This is an optimization exercise on Yosys and OpenROAD, whose aim is small area, not a production implementation.
RTL that was checked went through simulation tests only; none was proved equivalent to the original.
No driver is modelled on the clock port, so clock power and skew are understated where the tree is cut down; a real chip needs a root buffer or a tree.
Power is estimated from default activity; no workload was simulated.

==> flow/design.v <==
`timescale 1ns / 1ps
module debounce
    (
        input logic clk,
        input logic rst,
        input logic button,
        output logic pulse
    );
    localparam logic [9:0] START = 10'd751;           
    localparam logic [9:0] POL   = 10'b10_1010_1010;
    logic [9:0] q, l, nl;
    logic p, det;
    assign l = q ^ POL;
    assign det = ~l[9] & l[8] & l[7] & l[5] & l[4] & l[3] & l[1] & l[0];
    assign nl = {l[8], l[7], l[6] | det, l[5:0], ~(l[9] ^ l[6])};
    always_ff @(posedge clk) begin
        if (rst || !button)
            q <= START ^ POL;
        else
            q <= nl ^ POL;
        p <= det & ~rst;
    end
    assign pulse = p;
endmodule
`timescale 1ns / 1ps
module single_pulse_detector 
    #(
        parameter detect_type = 2'b0
    )
    (
        input logic clk,
        input logic rst,
        input logic input_signal,
        output logic output_pulse
    );
    logic ff0;
    logic ff1;
    always_ff@(posedge clk, posedge rst) begin
        if (rst) begin
            ff0 <= 1'b0;
            ff1 <= 1'b0;
        end
        else begin
            ff0 <= input_signal;
            ff1 <= ff0;
        end
    end
    always_comb begin
        if (detect_type == 2'b00)
            output_pulse = ~ff1 & ff0;
        else if (detect_type == 2'b01)
            output_pulse = ~ff0 & ff1;
        else if (detect_type == 2'b10)
            output_pulse = ff0 ^ ff1;
        else
            output_pulse = 1'b0;
    end
endmodule
`timescale 1ns/1ps
module lock_fsm
(
    input logic clk,
    input logic rst,
    input logic [3:0] nwse,
    output logic [3:0] led,
    output logic [2:0] rgb
);
    logic [3:0] st, nst;
    logic fl, en1, is_unl, is_alm, is_lock, ge1, ge2, ge3;
    assign nst[0] = (~st[1] & ~st[2]) | (nwse[0] & ~st[3]) | (~nwse[1] & ~nwse[2] & ~nwse[3] & st[0]) | (nwse[1] & nwse[2] & st[0] & ~st[2]) | (nwse[1] & nwse[3] & st[0] & ~st[2]) | (st[0] & ~st[1]) | (nwse[0] & ~st[0] & st[1] & st[2]) | (~nwse[1] & nwse[2] & nwse[3] & st[0]) | (nwse[1] & st[2] & ~st[3]) | (nwse[0] & ~nwse[2] & ~st[2]) | (nwse[2] & st[2] & ~st[3]) | (nwse[0] & ~nwse[1] & st[0]) | (nwse[3] & st[2] & ~st[3]);
    assign nst[1] = (~nwse[0] & ~nwse[1] & ~nwse[2] & ~nwse[3] & ~st[0] & ~st[2]) | (~nwse[0] & nwse[1] & nwse[2] & ~st[2]) | (~nwse[0] & nwse[1] & nwse[3] & ~st[0] & ~st[2]) | (~nwse[0] & nwse[2] & nwse[3] & ~st[2]) | (~st[1] & ~st[2] & st[3]) | (nwse[2] & st[0] & ~st[1] & ~st[2]) | (~nwse[0] & ~nwse[1] & ~nwse[2] & ~nwse[3] & st[1]) | (st[0] & st[1] & st[2]) | (nwse[0] & ~st[0] & st[1] & st[3]) | (~nwse[0] & nwse[1] & nwse[3] & st[0] & st[1]) | (nwse[2] & ~st[0] & ~st[2] & st[3]);
    assign nst[2] = (~nwse[0] & ~nwse[1] & ~nwse[2] & nwse[3]) | (nwse[2] & st[0] & ~st[1]) | (~nwse[0] & ~nwse[1] & nwse[2] & ~nwse[3] & ~st[3]) | (~nwse[0] & nwse[1] & ~nwse[2] & ~nwse[3] & ~st[2]) | (~nwse[0] & ~nwse[1] & nwse[2] & ~nwse[3] & st[0]) | (st[2] & ~st[3]) | (~nwse[0] & ~st[0] & st[2]) | (~nwse[0] & ~nwse[1] & st[2]) | (nwse[1] & st[0] & ~st[1] & st[3]) | (~st[1] & ~st[2] & st[3]) | (nwse[3] & st[0] & ~st[1] & st[2]) | (nwse[0] & ~nwse[1] & ~nwse[3] & st[0] & ~st[1] & ~st[3]);
    assign nst[3] = (nwse[0] & ~st[0] & ~st[1] & ~st[2]) | (nwse[0] & st[0] & st[1]) | (~nwse[0] & ~nwse[1] & ~nwse[2] & ~nwse[3] & st[3]) | (nwse[0] & st[0] & st[3]) | (~nwse[0] & ~nwse[1] & nwse[2] & ~nwse[3] & st[0] & st[2] & ~st[3]) | (nwse[1] & nwse[2] & st[0] & st[3]) | (nwse[1] & nwse[3] & st[0] & st[3]) | (nwse[2] & nwse[3] & st[0] & st[3]) | (~nwse[0] & ~nwse[2] & st[1] & st[3]) | (~nwse[0] & nwse[2] & st[1] & st[2]) | (st[0] & ~st[2] & st[3]) | (nwse[3] & st[1] & st[2] & ~st[3]) | (nwse[0] & nwse[1] & ~nwse[2] & st[0] & ~st[2]) | (~nwse[0] & nwse[1] & st[1] & st[2]) | (nwse[0] & ~nwse[2] & nwse[3] & st[0] & ~st[2]);
    assign fl = (st[0] & ~st[1] & st[2]) | (st[1] & st[2] & ~st[3]);
    assign en1 = (~st[3]);
    assign is_unl = (st[1] & ~st[3]);
    assign is_alm = (~st[1] & st[2]);
    assign is_lock = (st[0] & st[1] & st[2] & st[3]);
    assign ge1 = (~st[2] & ~st[3]) | (~st[0]) | (st[1] & ~st[2]);
    assign ge2 = (~st[2] & ~st[3]) | (~st[0] & ~st[1]);
    assign ge3 = (~st[1] & ~st[2] & ~st[3]) | (~st[0] & ~st[1] & ~st[3]);
    always_ff @(posedge clk, posedge rst) begin
        if (rst)
            st <= 4'd15;
        else
            st <= nst;
    end
    logic [12:0] y1;
    logic [13:0] y2;
    logic f;
    logic [13:0] c1;
    logic [14:0] c2;
    assign c1[0] = en1;
    assign c2[0] = ~en1;
    genvar i;
    generate
        for (i = 0; i < 13; i++) begin : g_c1
            assign c1[i+1] = c1[i] & y1[i];
        end
        for (i = 0; i < 14; i++) begin : g_c2
            assign c2[i+1] = c2[i] & y2[i];
        end
    endgenerate
    always_ff @(posedge clk) begin
        if (!fl) begin
            y1 <= '1;
            y2 <= '1;
        end
        else begin
            y1 <= y1 ^ c1[12:0];
            y2 <= y2 ^ c2[13:0];
        end
    end
    always_ff @(posedge clk, posedge rst) begin
        if (rst)
            f <= 1'b0;
        else if (!fl)
            f <= 1'b0;
        else
            f <= f ^ (c1[13] | c2[14]);
    end
    assign led = {is_unl & f, {3{is_unl & f}} | {ge3, ge2, ge1}};
    assign rgb = {is_alm & f, 1'b0, is_lock};
endmodule
`timescale 1ns / 1ps
module top_fsm
(
    input logic clk,
    input logic rst,
    input logic [3:0] btn,
    output logic [3:0] led,
    output logic [2:0] rgb
);
    logic [3:0] btn_pulse;
genvar k;
generate
    for (k = 0; k < 4; k++) begin : g_btn
        debounce db_btn_i
        (
            .clk(clk),
            .rst(rst),
            .button(btn[k]),
            .pulse(btn_pulse[k])
        );
    end
endgenerate
lock_fsm lock_fsm_i
(
    .clk(clk),
    .rst(rst),
    .nwse(btn_pulse),
    .led(led),
    .rgb(rgb)
);
endmodule
Settings: LEC_CHECK=0, CAP_MARGIN=20, CORE_MARGIN=2, CORE_UTILIZATION=40, SLEW_MARGIN=20; clock period 8.0 ns.
run.sh (not shown) runs the stock make flow with config.mk's settings and CLKGATE_MAP_FILE= SYNTH_SCRIPT=/design/flow/synth_recipe.tcl, a recipe that flattens the netlist after the stock synthesis.
Change:
--- a/flow/design.v
+++ b/flow/design.v
@@ -3,24 +3,29 @@
     (
         input logic clk,
         input logic rst,
         input logic button,
         output logic pulse
     );
-    localparam logic [9:0] START = 10'd751;           
-    localparam logic [9:0] POL   = 10'b10_1010_1010;
-    logic [9:0] q, l, nl;
-    logic p, det;
-    assign l = q ^ POL;
-    assign det = ~l[9] & l[8] & l[7] & l[5] & l[4] & l[3] & l[1] & l[0];
-    assign nl = {l[8], l[7], l[6] | det, l[5:0], ~(l[9] ^ l[6])};
+    logic [9:0] q, nq;
+    logic en, clr, det, p;
+    assign en  = button & ~rst;
+    assign clr = ~en;
+    assign det = (q[0] & q[4] & q[8] & q[9]) & ~(q[1] | q[3] | q[5] | q[7]);
+    assign nq[9] = ~(clr | q[8]);
+    assign nq[8] = ~(clr | q[7]);
+    assign nq[7] = ~(clr | q[6] | det);    
+    assign nq[6] = ~(en & q[5]);
+    assign nq[5] = ~(clr | q[4]);
+    assign nq[4] = ~(clr | q[3]);
+    assign nq[3] = ~(clr | q[2]);
+    assign nq[2] = ~(en & q[1]);
+    assign nq[1] = ~(clr | q[0]);
+    assign nq[0] = ~(en & ~(q[9] ^ q[6]));
     always_ff @(posedge clk) begin
-        if (rst || !button)
-            q <= START ^ POL;
-        else
-            q <= nl ^ POL;
+        q <= nq;
         p <= det & ~rst;
     end
     assign pulse = p;
 endmodule
 `timescale 1ns / 1ps
 module single_pulse_detector 
Sequential share of layout area decreases by 0.55 points.
Clock power rose by about a fifth.
First-iteration DRC count is lower by a little under a tenth.
Worst hold slack stays flat.
Combinational power drops by about a fifth.
For the second run of this note, only the layout was checked, not whether the RTL still works.

## the baseline
Another version of the RTL of top_fsm (not shown whole).
Size: about 280 cells after synthesis, about 76 flip-flops, roughly 13 I/O pins, roughly 2800 µm² of cells after synthesis.
==> module lock_fsm, before the edit <==
module lock_fsm
(
    input logic clk,
    input logic rst,
    input logic [3:0] nwse,
    output logic [3:0] led,
    output logic [2:0] rgb
);
    logic [3:0] st, nst;
    logic fl, en1, is_unl, is_alm, is_lock, ge1, ge2, ge3;
    assign nst[0] = (st[0] & ~st[1] & ~st[2]) | (st[0] & st[1] & st[2]) | (nwse[1] & ~st[1] & ~st[2] & st[3]) | (nwse[3] & ~st[1] & ~st[2] & st[3]) | (nwse[0] & ~st[0] & st[3]) | (~nwse[0] & ~nwse[2] & st[0]) | (~nwse[0] & nwse[2] & ~st[2] & st[3]) | (~nwse[0] & st[0] & ~st[3]) | (nwse[3] & st[0] & st[2] & ~st[3]) | (nwse[2] & st[0] & st[2] & ~st[3]) | (nwse[1] & st[0] & st[2] & ~st[3]) | (~nwse[1] & ~nwse[2] & ~nwse[3] & st[0] & st[2] & st[3]);
    assign nst[1] = (~nwse[0] & ~nwse[1] & ~nwse[2] & ~nwse[3] & st[1]) | (~nwse[0] & nwse[1] & nwse[2] & st[1]) | (~nwse[0] & nwse[1] & nwse[3] & st[1]) | (nwse[0] & ~st[0] & st[3]) | (~nwse[0] & nwse[2] & nwse[3] & st[1]) | (nwse[2] & ~st[0] & ~st[1] & ~st[3]) | (nwse[3] & ~st[0] & ~st[1] & ~st[3]) | (nwse[0] & ~st[0] & st[2]) | (~st[0] & ~st[1] & ~st[2] & ~st[3]) | (nwse[1] & ~st[0] & st[2] & ~st[3]) | (nwse[2] & ~st[0] & st[1] & st[3]);
    assign nst[2] = (~st[0] & ~st[1] & ~st[3]) | (~nwse[0] & ~nwse[1] & nwse[2] & ~nwse[3] & ~st[1] & ~st[2] & ~st[3]) | (nwse[2] & ~st[0] & st[1] & st[3]) | (~nwse[0] & ~nwse[1] & ~nwse[2] & ~nwse[3] & st[2]) | (~nwse[0] & nwse[1] & nwse[3] & st[0] & st[2]) | (nwse[1] & nwse[2] & st[0] & st[2]) | (nwse[2] & nwse[3] & st[0] & st[2]) | (nwse[0] & st[0] & st[1] & st[2]) | (~nwse[0] & ~nwse[1] & ~st[0] & st[2] & ~st[3]) | (nwse[2] & st[0] & st[2] & st[3]) | (nwse[0] & nwse[1] & st[0] & st[2] & ~st[3]) | (nwse[0] & nwse[2] & st[0] & st[2]) | (nwse[0] & nwse[3] & st[0] & st[2] & ~st[3]);
    assign nst[3] = (~st[0] & ~st[1] & ~st[2] & st[3]) | (~nwse[0] & ~nwse[1] & ~nwse[2] & ~nwse[3] & ~st[1] & st[3]) | (~nwse[0] & ~nwse[2] & ~st[0] & st[3]) | (~nwse[0] & ~nwse[1] & nwse[2] & ~nwse[3] & st[1] & ~st[3]) | (~nwse[0] & nwse[1] & ~nwse[2] & ~nwse[3] & st[1] & ~st[3]) | (~nwse[0] & ~nwse[1] & ~nwse[2] & nwse[3] & st[1] & ~st[3]) | (~nwse[0] & nwse[1] & ~nwse[2] & nwse[3] & st[2] & st[3]) | (nwse[1] & ~st[0] & st[1] & st[2]) | (nwse[0] & st[0] & st[1] & st[2]) | (~nwse[0] & ~st[0] & ~st[1] & st[3]);
    assign fl = (st[0] & ~st[1] & ~st[3]) | (~st[1] & st[2] & ~st[3]);
    assign en1 = (~st[2]) | (~st[0]);
    assign is_unl = (~st[0] & ~st[1] & st[2]);
    assign is_alm = (st[0]);
    assign is_lock = (~st[0] & st[1] & st[2]);
    assign ge1 = (st[1] & ~st[2]) | (st[0] & st[1]) | (st[3]);
    assign ge2 = (st[0] & st[1]) | (~st[1] & ~st[2] & st[3]) | (st[0] & st[3]);
    assign ge3 = (st[0] & st[3]);
    always_ff @(posedge clk, posedge rst) begin
        if (rst)
            st <= 4'd6;
        else
            st <= nst;
    end
    logic [12:0] y1;
    logic [13:0] y2;
    logic f;
    logic [13:0] c1;
    logic [14:0] c2;
    assign c1[0] = en1;
    assign c2[0] = ~en1;
    genvar i;
    generate
        for (i = 0; i < 13; i++) begin : g_c1
            assign c1[i+1] = c1[i] & y1[i];
        end
        for (i = 0; i < 14; i++) begin : g_c2
            assign c2[i+1] = c2[i] & y2[i];
        end
    endgenerate
    always_ff @(posedge clk) begin
        if (!fl) begin
            y1 <= '1;
            y2 <= '1;
        end
        else begin
            y1 <= y1 ^ c1[12:0];
            y2 <= y2 ^ c2[13:0];
        end
    end
    always_ff @(posedge clk) begin
        if (!fl)
            f <= 1'b0;
        else
            f <= f ^ (c1[13] | c2[14]);
    end
    assign led = {is_unl & f, {3{is_unl & f}} | {ge3, ge2, ge1}};
    assign rgb = {is_alm & f, 1'b0, is_lock};
endmodule
==> flow/config.mk <==
export PLATFORM = sky130hd
export DESIGN_NAME = top_fsm
export DESIGN_NICKNAME = top_fsm
export VERILOG_FILES = /design/flow/design.v
export SDC_FILE = /design/flow/constraint.sdc
export NUM_CORES = 4
export LEC_CHECK = 0
export CAP_MARGIN = 20
export CORE_MARGIN = 2
export CORE_UTILIZATION = 40
export SLEW_MARGIN = 20
==> flow/constraint.sdc <==
create_clock -name core_clock -period 8.0 [get_ports {clk}]
set_input_delay 1.6000 -clock core_clock [delete_from_list [all_inputs] [get_ports {clk}]]
set_output_delay 1.6000 -clock core_clock [all_outputs]
set_load 0.01 [all_outputs]
standard.sh (not shown) runs the stock make flow with config.mk's settings and CLKGATE_MAP_FILE= SYNTH_SCRIPT=/design/flow/synth_recipe.tcl, a recipe that flattens the netlist after the stock synthesis.
==> flow/flow/run.sh <==
#!/bin/bash
# The standard layout (standard.sh) with two changes:
# - port buffers are buf_1 cells (every input and output still gets one);
# - the clock tree is a root inv_4 driving 4 inv_8 leaves, each at the
#   centre of a quarter of the flip-flops (flow/manual_cts.tcl), instead of
#   TritonCTS's H-tree with dummy loads. Two inversions keep the polarity.
set -e
export BUFFER_PORTS_ARGS="-buffer_cell sky130_fd_sc_hd__buf_1"
export PRE_CTS_TCL="$PWD/flow/pre_cts.tcl"
bash standard.sh > standard.log 2>&1
Other scripts of this flow, unchanged in this note and not shown: flow/flow/manual_cts.tcl, flow/flow/pre_cts.tcl
Inputs modified between the baseline and the candidate:
==> flow/design.v, changed modules only <==
module lock_fsm
(
    input logic clk,
    input logic rst,
    input logic [3:0] nwse,
    output logic [3:0] led,
    output logic [2:0] rgb
);
    logic [3:0] st, nst;
    logic fl, en1, is_unl, is_alm, is_lock, ge1, ge2, ge3;
    assign nst[0] = (st[0] & ~st[1] & ~st[2] & ~st[3]) | (~nwse[0] & ~nwse[1] & nwse[2] & ~nwse[3] & ~st[0] & st[3]) | (nwse[1] & ~st[1] & st[2] & st[3]) | (~nwse[0] & nwse[1] & ~nwse[2] & ~nwse[3] & ~st[0] & st[3]) | (~nwse[0] & ~nwse[1] & ~nwse[2] & nwse[3] & ~st[0] & st[3]) | (nwse[0] & ~st[0] & ~st[1] & st[2]) | (~nwse[0] & ~st[1] & st[2] & ~st[3]) | (~nwse[0] & ~nwse[2] & st[0] & ~st[1]) | (~nwse[0] & nwse[2] & ~st[1] & st[2]) | (~nwse[0] & ~nwse[1] & ~nwse[2] & ~nwse[3] & st[0] & ~st[3]);
    assign nst[1] = (nwse[0] & ~nwse[1] & ~nwse[2] & ~nwse[3] & ~st[2] & ~st[3]) | (~nwse[0] & nwse[1] & ~nwse[2] & ~nwse[3] & ~st[2] & ~st[3]) | (~nwse[0] & ~nwse[1] & ~nwse[2] & nwse[3] & ~st[2] & ~st[3]) | (nwse[2] & st[0] & ~st[2]) | (~nwse[0] & st[1]) | (nwse[0] & st[0] & ~st[2]) | (nwse[0] & st[0] & ~st[3]) | (nwse[1] & st[1] & ~st[3]) | (nwse[2] & st[1] & ~st[3]) | (nwse[3] & st[1] & ~st[3]) | (nwse[1] & st[0] & ~st[2] & ~st[3]);
    assign nst[2] = (nwse[2] & ~st[0] & ~st[1] & ~st[3]) | (~nwse[0] & ~nwse[1] & nwse[2] & ~nwse[3] & ~st[0] & ~st[2] & ~st[3]) | (~st[0] & ~st[1] & st[2]) | (~nwse[0] & ~nwse[1] & ~st[1] & st[2] & st[3]) | (nwse[0] & st[1] & st[2]) | (nwse[0] & st[0] & ~st[1] & ~st[3]) | (nwse[0] & ~st[0] & ~st[1] & st[3]) | (nwse[1] & nwse[2] & st[1] & st[2]) | (nwse[0] & ~nwse[2] & st[0] & ~st[2] & st[3]) | (~nwse[0] & ~nwse[1] & ~nwse[2] & ~nwse[3] & st[2]) | (nwse[2] & nwse[3] & st[1] & st[2]) | (nwse[1] & nwse[3] & st[1] & st[2]) | (nwse[0] & nwse[1] & ~st[1] & ~st[3]) | (nwse[0] & nwse[3] & ~st[1] & ~st[3]);
    assign nst[3] = (nwse[2] & ~st[0] & ~st[1] & ~st[3]) | (nwse[0] & st[0] & ~st[1]) | (~nwse[0] & ~nwse[1] & ~nwse[2] & ~nwse[3] & st[3]) | (~nwse[0] & nwse[1] & nwse[3] & st[3]) | (~nwse[0] & nwse[1] & nwse[2] & st[3]) | (~nwse[0] & nwse[2] & nwse[3] & st[3]) | (~st[0] & ~st[1] & st[2]) | (nwse[1] & ~st[1] & st[2] & st[3]) | (nwse[2] & st[0] & ~st[2] & st[3]);
    assign fl = (~st[0] & st[1] & ~st[3]) | (~st[0] & ~st[1] & st[2] & st[3]);
    assign en1 = (~st[2]) | (st[3]);
    assign is_unl = (~st[0] & st[3]);
    assign is_alm = (st[1]);
    assign is_lock = (st[0] & ~st[1] & st[2] & st[3]);
    assign ge1 = (~st[1] & ~st[2]) | (st[0] & ~st[3]) | (st[1] & st[3]);
    assign ge2 = (~st[1] & ~st[2] & ~st[3]) | (st[1] & st[3]) | (st[0] & st[1]);
    assign ge3 = (~st[0] & ~st[1] & ~st[2] & ~st[3]) | (st[0] & st[1]);
    always_ff @(posedge clk, posedge rst) begin
        if (rst)
            st <= 4'd13;
        else
            st <= nst;
    end
    logic [12:0] y1;
    logic [13:0] y2;
    logic f;
    logic [13:0] c1;
    logic [14:0] c2;
    assign c1[0] = en1;
    assign c2[0] = ~en1;
    genvar i;
    generate
        for (i = 0; i < 13; i++) begin : g_c1
            assign c1[i+1] = c1[i] & y1[i];
        end
        for (i = 0; i < 14; i++) begin : g_c2
            assign c2[i+1] = c2[i] & y2[i];
        end
    endgenerate
    always_ff @(posedge clk) begin
        if (!fl) begin
            y1 <= '1;
            y2 <= '1;
        end
        else begin
            y1 <= y1 ^ c1[12:0];
            y2 <= y2 ^ c2[13:0];
        end
    end
    always_ff @(posedge clk) begin
        if (!fl)
            f <= 1'b0;
        else
            f <= f ^ (c1[13] | c2[14]);
    end
    assign led = {is_unl & f, {3{is_unl & f}} | {ge3, ge2, ge1}};
    assign rgb = {is_alm & f, 1'b0, is_lock};
endmodule
==> comparison <==
Going from the baseline to the candidate, placeable core area grew by a few percent.
Wire: the candidate routes more than the baseline
Post-synthesis to final-layout area growth in the candidate is 1.3 points lower than in the baseline
Compared to the baseline, the candidate has critical path depth 1 higher.
Design area in the candidate is 1.0% higher than in the baseline
In the tables for the candidate and the baseline, total power density per cell area reads lower with the candidate.
[compare] base=the baseline new=the candidate: setup slack of the critical path after layout fell by 0.088 ns; DRC marker count from the first detailed-route iteration fell by about 5%; setup slack of the most critical reg-to-reg path fell by 0.09 ns.
In every run of this note, the design's own scripts or RTL, not TritonCTS, make the clock network.

## what the ideal ports hide
Ports are ideal in the flow. The routed layouts listed here were re-timed in OpenROAD.
Step 1 assumes that a clkbuf_16 drives the clock port and a buf_2 every other input.
Step 2 adds t to the input delays and takes it off the output delays; t is the mean of the earliest and latest rising clock arrival at the registers after step 1. Input paths then give back, and output paths get back, about the clock's delay inside the block.
Three values: ideal, step 1, step 2; two values: the first two.
run	t (ns)	slack for setup (ns)	clock arrival spread, ns	worst register clock-pin slew, ns
the first run of note 1	0.362	4.198 / 4.198 / 4.198	0.011 / 0.011	0.08 / 0.08
the second run of note 1	0.358	4.194 / 4.194 / 4.194	0.011 / 0.011	0.08 / 0.08
the baseline	0.237	3.869 / 3.869 / 3.869	0.005 / 0.005	0.09 / 0.09
the candidate	0.236	3.781 / 3.781 / 3.781	0.010 / 0.009	0.10 / 0.10
After both steps every run listed still meets setup and hold.
